Source: an optimization exercise on an open RTL-to-GDS flow (aim: small area, a short achievable clock period and few clock cycles per item). Production flows keep margins and buffers that such runs may drop.
Only simulation tests tie the RTL to the original design; equivalence was not proved.

== the previous run ==
// SHA256
module SHA256(
clk,
rst_n,
valid_in,
valid_out,
message,
Hash_result);
==> flow/config.mk <==
export PLATFORM = sky130hd
export DESIGN_NAME = SHA256
export DESIGN_NICKNAME = SHA256
export VERILOG_FILES = /design/flow/design.v
export SDC_FILE = /design/flow/constraint.sdc
export NUM_CORES = 4
export LEC_CHECK = 0
export CAP_MARGIN = 20
export CORE_MARGIN = 2
export CORE_UTILIZATION = 40
export SETUP_SLACK_MARGIN = 5
export SLEW_MARGIN = 20
==> flow/constraint.sdc <==
create_clock -name core_clock -period 10.0 [get_ports {clk}]
set_input_delay 2.0000 -clock core_clock [delete_from_list [all_inputs] [get_ports {clk}]]
set_output_delay 2.0000 -clock core_clock [all_outputs]
set_load 0.01 [all_outputs]
standard.sh (not shown) runs the stock make flow with config.mk's settings and CLKGATE_MAP_FILE= SYNTH_SCRIPT=/design/flow/synth_recipe.tcl, a recipe that flattens the netlist after the stock synthesis.
==> flow/flow/run.sh <==
#!/bin/bash
# The standard layout (the standard.sh, whose synthesis is unchanged), with
# two changes to how the layout is made:
#  - repair_timing aims for a setup margin of 5.5 ns instead of 5 ns;
#  - the buffer put on every input and output port is buf_1.
# The make output goes to flow_make.log in this folder.
set -euo pipefail
bash standard.sh SETUP_SLACK_MARGIN=5.5 "BUFFER_PORTS_ARGS=-buffer_cell sky130_fd_sc_hd__buf_1" finish > flow_make.log 2>&1
Testbench counts of the previous run, summed over its fixed seeds: cycles 16,648, hashes 256.
The inputs of the current run differ from those of the previous run as listed below.
==> flow/run.sh (new file) <==
#!/bin/bash
# synth_recipe.tcl (not shown) runs the flow's synth.tcl, then flattens the netlist and writes it again
# the make line also repeats each setting of config.mk as NAME=value (left out here)
make -C /OpenROAD-flow-scripts/flow DESIGN_CONFIG=/design/flow/config.mk WORK_HOME=/design/flow/orfs CLKGATE_MAP_FILE= SYNTH_SCRIPT=/design/flow/synth_recipe.tcl finish
removed: flow/flow/run.sh
removed: flow/standard.sh
Notes after the runs:
- The current run vs the previous run — mean number of vias per cell dropped 0.073.
- Measured against each other, the previous run and the current run differ in count of buffers not belonging to the clock network in the layout, the lower figure coming from the current run.
- Summary — area overhead of the layout relative to synthesis, the current run relative to the previous run: higher, by 6.2 points.
- When the current run is measured against the previous run, its sum of met3 wire segment lengths after detailed routing turns out 730 microns lower.
- When the final numbers for the previous run and the current run were put side by side, the cell depth of the worst setup path turned out to be smaller in the current run.
- Post-CTS setup buffer count: the current run lower than the previous run
- On the current run: share of the final layout cell area in sequential cells is 1.8 points lower than what the previous run gave.
- Average detailed-routed wire length per instance, the current run vs the previous run: up slightly
- Initial antenna violation count: the current run vs the previous run up 9

* * *

xenon:
The RTL this note starts from:
==> flow/design.v <==
`timescale 1ns / 1ps
module SHA256(
clk,
rst_n,
valid_in,
valid_out,
message,
Hash_result);
input clk, rst_n, valid_in;
input [439:0] message;
output reg valid_out;
output [255:0] Hash_result;
localparam [31:0] H0 = 32'h6a09e667, H1 = 32'hbb67ae85, H2 = 32'h3c6ef372, H3 = 32'ha54ff53a,
                  H4 = 32'h510e527f, H5 = 32'h9b05688c, H6 = 32'h1f83d9ab, H7 = 32'h5be0cd19;
function automatic [31:0] kconst(input [5:0] i);
  kconst =
    ({32{i == 6'd0}} & 32'h428a2f98) |
    ({32{i == 6'd1}} & 32'h71374491) |
    ({32{i == 6'd2}} & 32'hb5c0fbcf) |
    ({32{i == 6'd3}} & 32'he9b5dba5) |
    ({32{i == 6'd4}} & 32'h3956c25b) |
    ({32{i == 6'd5}} & 32'h59f111f1) |
    ({32{i == 6'd6}} & 32'h923f82a4) |
    ({32{i == 6'd7}} & 32'hab1c5ed5) |
    ({32{i == 6'd8}} & 32'hd807aa98) |
    ({32{i == 6'd9}} & 32'h12835b01) |
    ({32{i == 6'd10}} & 32'h243185be) |
    ({32{i == 6'd11}} & 32'h550c7dc3) |
    ({32{i == 6'd12}} & 32'h72be5d74) |
    ({32{i == 6'd13}} & 32'h80deb1fe) |
    ({32{i == 6'd14}} & 32'h9bdc06a7) |
    ({32{i == 6'd15}} & 32'hc19bf174) |
    ({32{i == 6'd16}} & 32'he49b69c1) |
    ({32{i == 6'd17}} & 32'hefbe4786) |
    ({32{i == 6'd18}} & 32'h0fc19dc6) |
    ({32{i == 6'd19}} & 32'h240ca1cc) |
    ({32{i == 6'd20}} & 32'h2de92c6f) |
    ({32{i == 6'd21}} & 32'h4a7484aa) |
    ({32{i == 6'd22}} & 32'h5cb0a9dc) |
    ({32{i == 6'd23}} & 32'h76f988da) |
    ({32{i == 6'd24}} & 32'h983e5152) |
    ({32{i == 6'd25}} & 32'ha831c66d) |
    ({32{i == 6'd26}} & 32'hb00327c8) |
    ({32{i == 6'd27}} & 32'hbf597fc7) |
    ({32{i == 6'd28}} & 32'hc6e00bf3) |
    ({32{i == 6'd29}} & 32'hd5a79147) |
    ({32{i == 6'd30}} & 32'h06ca6351) |
    ({32{i == 6'd31}} & 32'h14292967) |
    ({32{i == 6'd32}} & 32'h27b70a85) |
    ({32{i == 6'd33}} & 32'h2e1b2138) |
    ({32{i == 6'd34}} & 32'h4d2c6dfc) |
    ({32{i == 6'd35}} & 32'h53380d13) |
    ({32{i == 6'd36}} & 32'h650a7354) |
    ({32{i == 6'd37}} & 32'h766a0abb) |
    ({32{i == 6'd38}} & 32'h81c2c92e) |
    ({32{i == 6'd39}} & 32'h92722c85) |
    ({32{i == 6'd40}} & 32'ha2bfe8a1) |
    ({32{i == 6'd41}} & 32'ha81a664b) |
    ({32{i == 6'd42}} & 32'hc24b8b70) |
    ({32{i == 6'd43}} & 32'hc76c51a3) |
    ({32{i == 6'd44}} & 32'hd192e819) |
    ({32{i == 6'd45}} & 32'hd6990624) |
    ({32{i == 6'd46}} & 32'hf40e3585) |
    ({32{i == 6'd47}} & 32'h106aa070) |
    ({32{i == 6'd48}} & 32'h19a4c116) |
    ({32{i == 6'd49}} & 32'h1e376c08) |
    ({32{i == 6'd50}} & 32'h2748774c) |
    ({32{i == 6'd51}} & 32'h34b0bcb5) |
    ({32{i == 6'd52}} & 32'h391c0cb3) |
    ({32{i == 6'd53}} & 32'h4ed8aa4a) |
    ({32{i == 6'd54}} & 32'h5b9cca4f) |
    ({32{i == 6'd55}} & 32'h682e6ff3) |
    ({32{i == 6'd56}} & 32'h748f82ee) |
    ({32{i == 6'd57}} & 32'h78a5636f) |
    ({32{i == 6'd58}} & 32'h84c87814) |
    ({32{i == 6'd59}} & 32'h8cc70208) |
    ({32{i == 6'd60}} & 32'h90befffa) |
    ({32{i == 6'd61}} & 32'ha4506ceb) |
    ({32{i == 6'd62}} & 32'hbef9a3f7) |
    ({32{i == 6'd63}} & 32'h307b5f59);
endfunction
reg        busy;
reg  [5:0] idx;
wire       start = valid_in & ~busy;
wire       last  = (idx == 6'd0);    
wire       pre   = (idx == 6'd63);   
always @(posedge clk or negedge rst_n) begin
  if (!rst_n) begin
    busy      <= 1'b0;
    valid_out <= 1'b0;
  end else begin
    valid_out <= busy & last;
    if (start)     busy <= 1'b1;
    else if (last) busy <= 1'b0;
  end
end
always @(posedge clk) begin
  if (start) idx <= 6'd1;
  else       idx <= idx + 6'd1;
end
function automatic [31:0] add32(input [31:0] x, input [31:0] y);
  reg [31:0] g, p, gn, pn;
  integer l, j;
  begin
    g = x & y; p = x ^ y;
    for (l = 1; l < 32; l = l * 2) begin
      for (j = 0; j < 32; j = j + 1) begin
        if (j >= l) begin
          gn[j] = g[j] | (p[j] & g[j-l]);
          pn[j] = p[j] & p[j-l];
        end else begin
          gn[j] = g[j]; pn[j] = p[j];
        end
      end
      g = gn; p = pn;
    end
    add32 = (x ^ y) ^ {g[30:0], 1'b0};
  end
endfunction
function automatic [31:0] adds32(input [31:0] x, input [31:0] y);
  reg [31:0] g, p, gn, pn;
  integer l, j, m;
  begin
    g = x & y; p = x ^ y;
    for (l = 1; l < 32; l = l * 2) begin
      for (j = 0; j < 32; j = j + 1) begin
        m = (j / l) * l - 1;              
        if ((j / l) % 2 == 1) begin
          gn[j] = g[j] | (p[j] & g[m]);
          pn[j] = p[j] & p[m];
        end else begin
          gn[j] = g[j]; pn[j] = p[j];
        end
      end
      g = gn; p = pn;
    end
    adds32 = (x ^ y) ^ {g[30:0], 1'b0};
  end
endfunction
function automatic [31:0] addb32(input [31:0] x, input [31:0] y);
  reg [31:0] g, p;
  integer l, j;
  begin
    g = x & y; p = x ^ y;
    for (l = 1; l < 32; l = l * 2)
      for (j = 2 * l - 1; j < 32; j = j + 2 * l) begin
        g[j] = g[j] | (p[j] & g[j-l]);
        p[j] = p[j] & p[j-l];
      end
    for (l = 8; l >= 1; l = l / 2)
      for (j = 3 * l - 1; j < 32; j = j + 2 * l) begin
        g[j] = g[j] | (p[j] & g[j-l]);
        p[j] = p[j] & p[j-l];
      end
    addb32 = (x ^ y) ^ {g[30:0], 1'b0};
  end
endfunction
function automatic [63:0] csa(input [31:0] x, input [31:0] y, input [31:0] z);
  csa = {((x & y) | (x & z) | (y & z)) << 1, x ^ y ^ z};
endfunction
reg  [31:0] w [0:15];
wire [511:0] blk = {message, 8'h80, 64'd440};
wire [31:0] ss0 = {w[1][6:0], w[1][31:7]} ^ {w[1][17:0], w[1][31:18]} ^ (w[1] >> 3);
wire [31:0] ss1 = {w[14][16:0], w[14][31:17]} ^ {w[14][18:0], w[14][31:19]} ^ (w[14] >> 10);
wire [63:0] w1 = csa(w[0], w[9], ss0);
wire [63:0] w2 = csa(w1[31:0], w1[63:32], ss1);
wire [31:0] wnew = addb32(w2[31:0], w2[63:32]);
integer i;
always @(posedge clk) begin
  if (start) begin
    for (i = 0; i < 16; i = i + 1) w[i] <= blk[511 - 32*i -: 32];
  end else begin
    for (i = 0; i < 15; i = i + 1) w[i] <= w[i+1];
    w[15] <= wnew;
  end
end
reg [31:0] a, b, c, d, e, f, g, h;
reg [31:0] ps, pc;
wire [31:0] S0  = {a[1:0], a[31:2]} ^ {a[12:0], a[31:13]} ^ {a[21:0], a[31:22]};
wire [31:0] S1  = {e[5:0], e[31:6]} ^ {e[10:0], e[31:11]} ^ {e[24:0], e[31:25]};
wire [31:0] maj = (a & b) ^ (a & c) ^ (b & c);
wire [31:0] ch  = (e & f) ^ (~e & g);
localparam [31:0] K0 = 32'h428a2f98;
wire [63:0] pn  = start ? csa(H7, K0, blk[511:480]) : csa(g, kconst(idx), w[1]);
wire [63:0] x1 = csa(ps, pc, ch);
wire [63:0] t1 = csa(S1, S0, maj);
wire [63:0] a2 = csa(x1[31:0], x1[63:32], t1[31:0]);
wire [63:0] a3 = csa(a2[31:0], a2[63:32], t1[63:32]);
wire [63:0] e2 = csa(x1[31:0], x1[63:32], d);
wire [63:0] e3 = csa(e2[31:0], e2[63:32], S1);
wire [31:0] anew = add32(a3[31:0], a3[63:32]);
wire [31:0] enew = add32(e3[31:0], e3[63:32]);
wire [31:0] ah1 = addb32(a, H1), bh2 = addb32(b, H2);
wire [31:0] cd  = addb32(c, last ? H3 : H4 - H0);
wire [31:0] eh5 = addb32(e, H5), fh6 = addb32(f, H6), gh7 = addb32(g, H7);
always @(posedge clk) begin
  {pc, ps} <= pn;
  if (start) begin
    a <= H0; b <= H1; c <= H2; d <= H3; e <= H4; f <= H5; g <= H6; h <= H7;
  end else begin
    a <= anew; e <= enew;
    if (last) begin
      b <= ah1; c <= bh2; d <= cd;
      f <= eh5; g <= fh6; h <= gh7;
    end else begin
      b <= a; c <= b; d <= (pre ? cd : c);
      f <= e; g <= f; h <= g;
    end
  end
end
assign Hash_result = {a, b, c, d, e, f, g, h};
endmodule
Settings: LEC_CHECK=0, ABC_AREA=1, CAP_MARGIN=20, CORE_MARGIN=2, CORE_UTILIZATION=55, CTS_CLUSTER_DIAMETER=80, CTS_CLUSTER_SIZE=20, SETUP_SLACK_MARGIN=5, SLEW_MARGIN=20; clock period 10.0 ns.
==> flow/flow/run.sh <==
#!/bin/bash
# The standard layout (the standard.sh, whose synthesis is unchanged), with
# two changes to how the layout is made:
#  - repair_timing aims for a setup margin of 6 ns instead of 5 ns;
#  - the buffer put on every input and output port is buf_1.
# The make output goes to flow_make.log in this folder.
set -euo pipefail
bash standard.sh SETUP_SLACK_MARGIN=6 "BUFFER_PORTS_ARGS=-buffer_cell sky130_fd_sc_hd__buf_1" finish > flow_make.log 2>&1
Testbench counts of xenon, summed over its fixed seeds: cycles 16,648, hashes 256.
Setup changes, xenon to lagoon
# xenon
export LEC_CHECK = 0
export ABC_AREA = 1
export CAP_MARGIN = 20
export CORE_MARGIN = 2
export CORE_UTILIZATION = 55
export CTS_CLUSTER_DIAMETER = 80
export CTS_CLUSTER_SIZE = 20
export SETUP_SLACK_MARGIN = 5
export SLEW_MARGIN = 20
create_clock -name core_clock -period 10.0 [get_ports {clk}]
# lagoon
export LEC_CHECK = 0
export ABC_AREA = 1
export CAP_MARGIN = 20
export CORE_MARGIN = 2
export CORE_UTILIZATION = 40
export CTS_CLUSTER_DIAMETER = 80
export CTS_CLUSTER_SIZE = 20
export SETUP_SLACK_MARGIN = 5
export SLEW_MARGIN = 20
create_clock -name core_clock -period 10.0 [get_ports {clk}]
## What came out
Each of the runs, namely lagoon and xenon, reached the end of the flow and came out clean.
Going from xenon to lagoon, the number of logic stages on the critical path including buffering was found to have gone down by 1.
Diff lagoon and xenon: number of vias in the routed layout lower in lagoon
On proportion of layout cells with a drive suffix above 1, lagoon and xenon are basically level.
Input changes introduced in yarrow (baseline for comparison: lagoon):
==> flow/flow/run.sh <==
#!/bin/bash
# The standard layout (the standard.sh, whose synthesis is unchanged), with
# two changes to how the layout is made:
#  - repair_timing aims for a setup margin of 6.25 ns instead of 5 ns;
#  - the buffer put on every input and output port is buf_1.
# The make output goes to flow_make.log in this folder.
set -euo pipefail
bash standard.sh SETUP_SLACK_MARGIN=6.25 "BUFFER_PORTS_ARGS=-buffer_cell sky130_fd_sc_hd__buf_1" finish > flow_make.log 2>&1
[summary]

* * *

Another version of the RTL of SHA256 (not shown whole).
For scale: about 5700 cells after synthesis, roughly 840 flip-flops.
// SHA256
module SHA256(
clk,
rst_n,
valid_in,
valid_out,
message,
Hash_result);
clock: 10.0 ns
lec_check: 0
cap_margin: 20
core_margin: 2
core_utilization: 40
setup_slack_margin: 5
slew_margin: 20
==> flow/flow/run.sh <==
#!/bin/bash
# The standard layout (the standard.sh, whose synthesis is unchanged), with
# two changes to how the layout is made:
#  - repair_timing aims for a setup margin of 6 ns instead of 5 ns;
#  - the buffer put on every input and output port is buf_1.
# The make output goes to flow_make.log in this folder.
set -euo pipefail
bash standard.sh SETUP_SLACK_MARGIN=6 "BUFFER_PORTS_ARGS=-buffer_cell sky130_fd_sc_hd__buf_1" finish > flow_make.log 2>&1
The first run reached the layout checks and failed them: antenna violations.
Testbench counts at the start, summed over its fixed seeds: cycles 16,648, hashes 256.
Rerun with:
==> flow/flow/run.sh (replaced) <==
#!/bin/bash
# The standard layout (the standard.sh, whose synthesis is unchanged), with
# two changes to how the layout is made:
#  - repair_timing aims for a setup margin of 5.5 ns instead of 5 ns;
#  - the buffer put on every input and output port is buf_1.
# The make output goes to flow_make.log in this folder.
set -euo pipefail
bash standard.sh SETUP_SLACK_MARGIN=5.5 "BUFFER_PORTS_ARGS=-buffer_cell sky130_fd_sc_hd__buf_1" finish > flow_make.log 2>&1
Now the flow went through all stages and came out clean; setup slack gets worse by 18 ps; via count is about the same; global-route usage fell by 0.57 points; hold slack gets better by 23 ps; wire length fell by about 1.9%.
Rerun with:
- CTS_CLUSTER_DIAMETER: default -> 80
- CTS_CLUSTER_SIZE: default -> 20
What happened: The new run went through all stages and came out clean; cell area drops by 2.8%; synthesized area does not change; die area stays the same; final cell count went down by 1.1%; via count falls by 1.1%; global-route usage shrinks by 0.28 points.

[port drivers added, routing unchanged]
No port has a modelled driver above. Below, the same layouts with a new extraction and two added sets of constraints.
Step 1: set_driving_cell puts a clkbuf_16 on clk and a buf_2 on each other input, an assumption about the parent block.
Step 2 times the ports against the registers' clock, not the clock port: input delays grow and output delays shrink by t, the midpoint of the rising clock arrivals with the driver on.
Three values: ideal ports, drivers, drivers and shift; two values: the first two.
| run | shift t [ns] | setup WS [ns] | latest minus earliest clock arrival (ns) | worst slew at a driven data input, ns | pins driven straight from the clock port |
|---|---|---|---|---|---|
| the previous run | 0.752 | 5.272 / 5.272 / 5.008 | 0.055 / 0.055 | 0.19 | 1 |
| the current run | 0.757 | 4.964 / 4.964 / 4.638 | 0.055 / 0.056 | 0.18 | 1 |
| xenon | 0.749 | 5.908 / 5.908 / 5.297 | 0.041 / 0.040 | 0.09 | 1 |
| lagoon | 0.775 | 5.949 / 5.949 / 5.368 | 0.079 / 0.079 | 0.14 | 1 |
| yarrow | 0.779 | 6.004 / 6.004 / 5.608 | 0.070 / 0.070 | 0.13 | 1 |
| the first run of note 3 | 0.784 | 5.109 / 5.109 / 5.109 | 0.052 / 0.052 | 0.21 | 1 |
| the second run of note 3 | 0.778 | 5.092 / 5.092 / 5.092 | 0.033 / 0.032 | 0.19 | 1 |
| the third run of note 3 | 0.779 | 5.053 / 5.053 / 5.053 | 0.078 / 0.078 | 0.18 | 1 |
The setup slack of xenon, which loses most, moves by 0.000 ns with the drivers and by -0.611 ns with both steps.
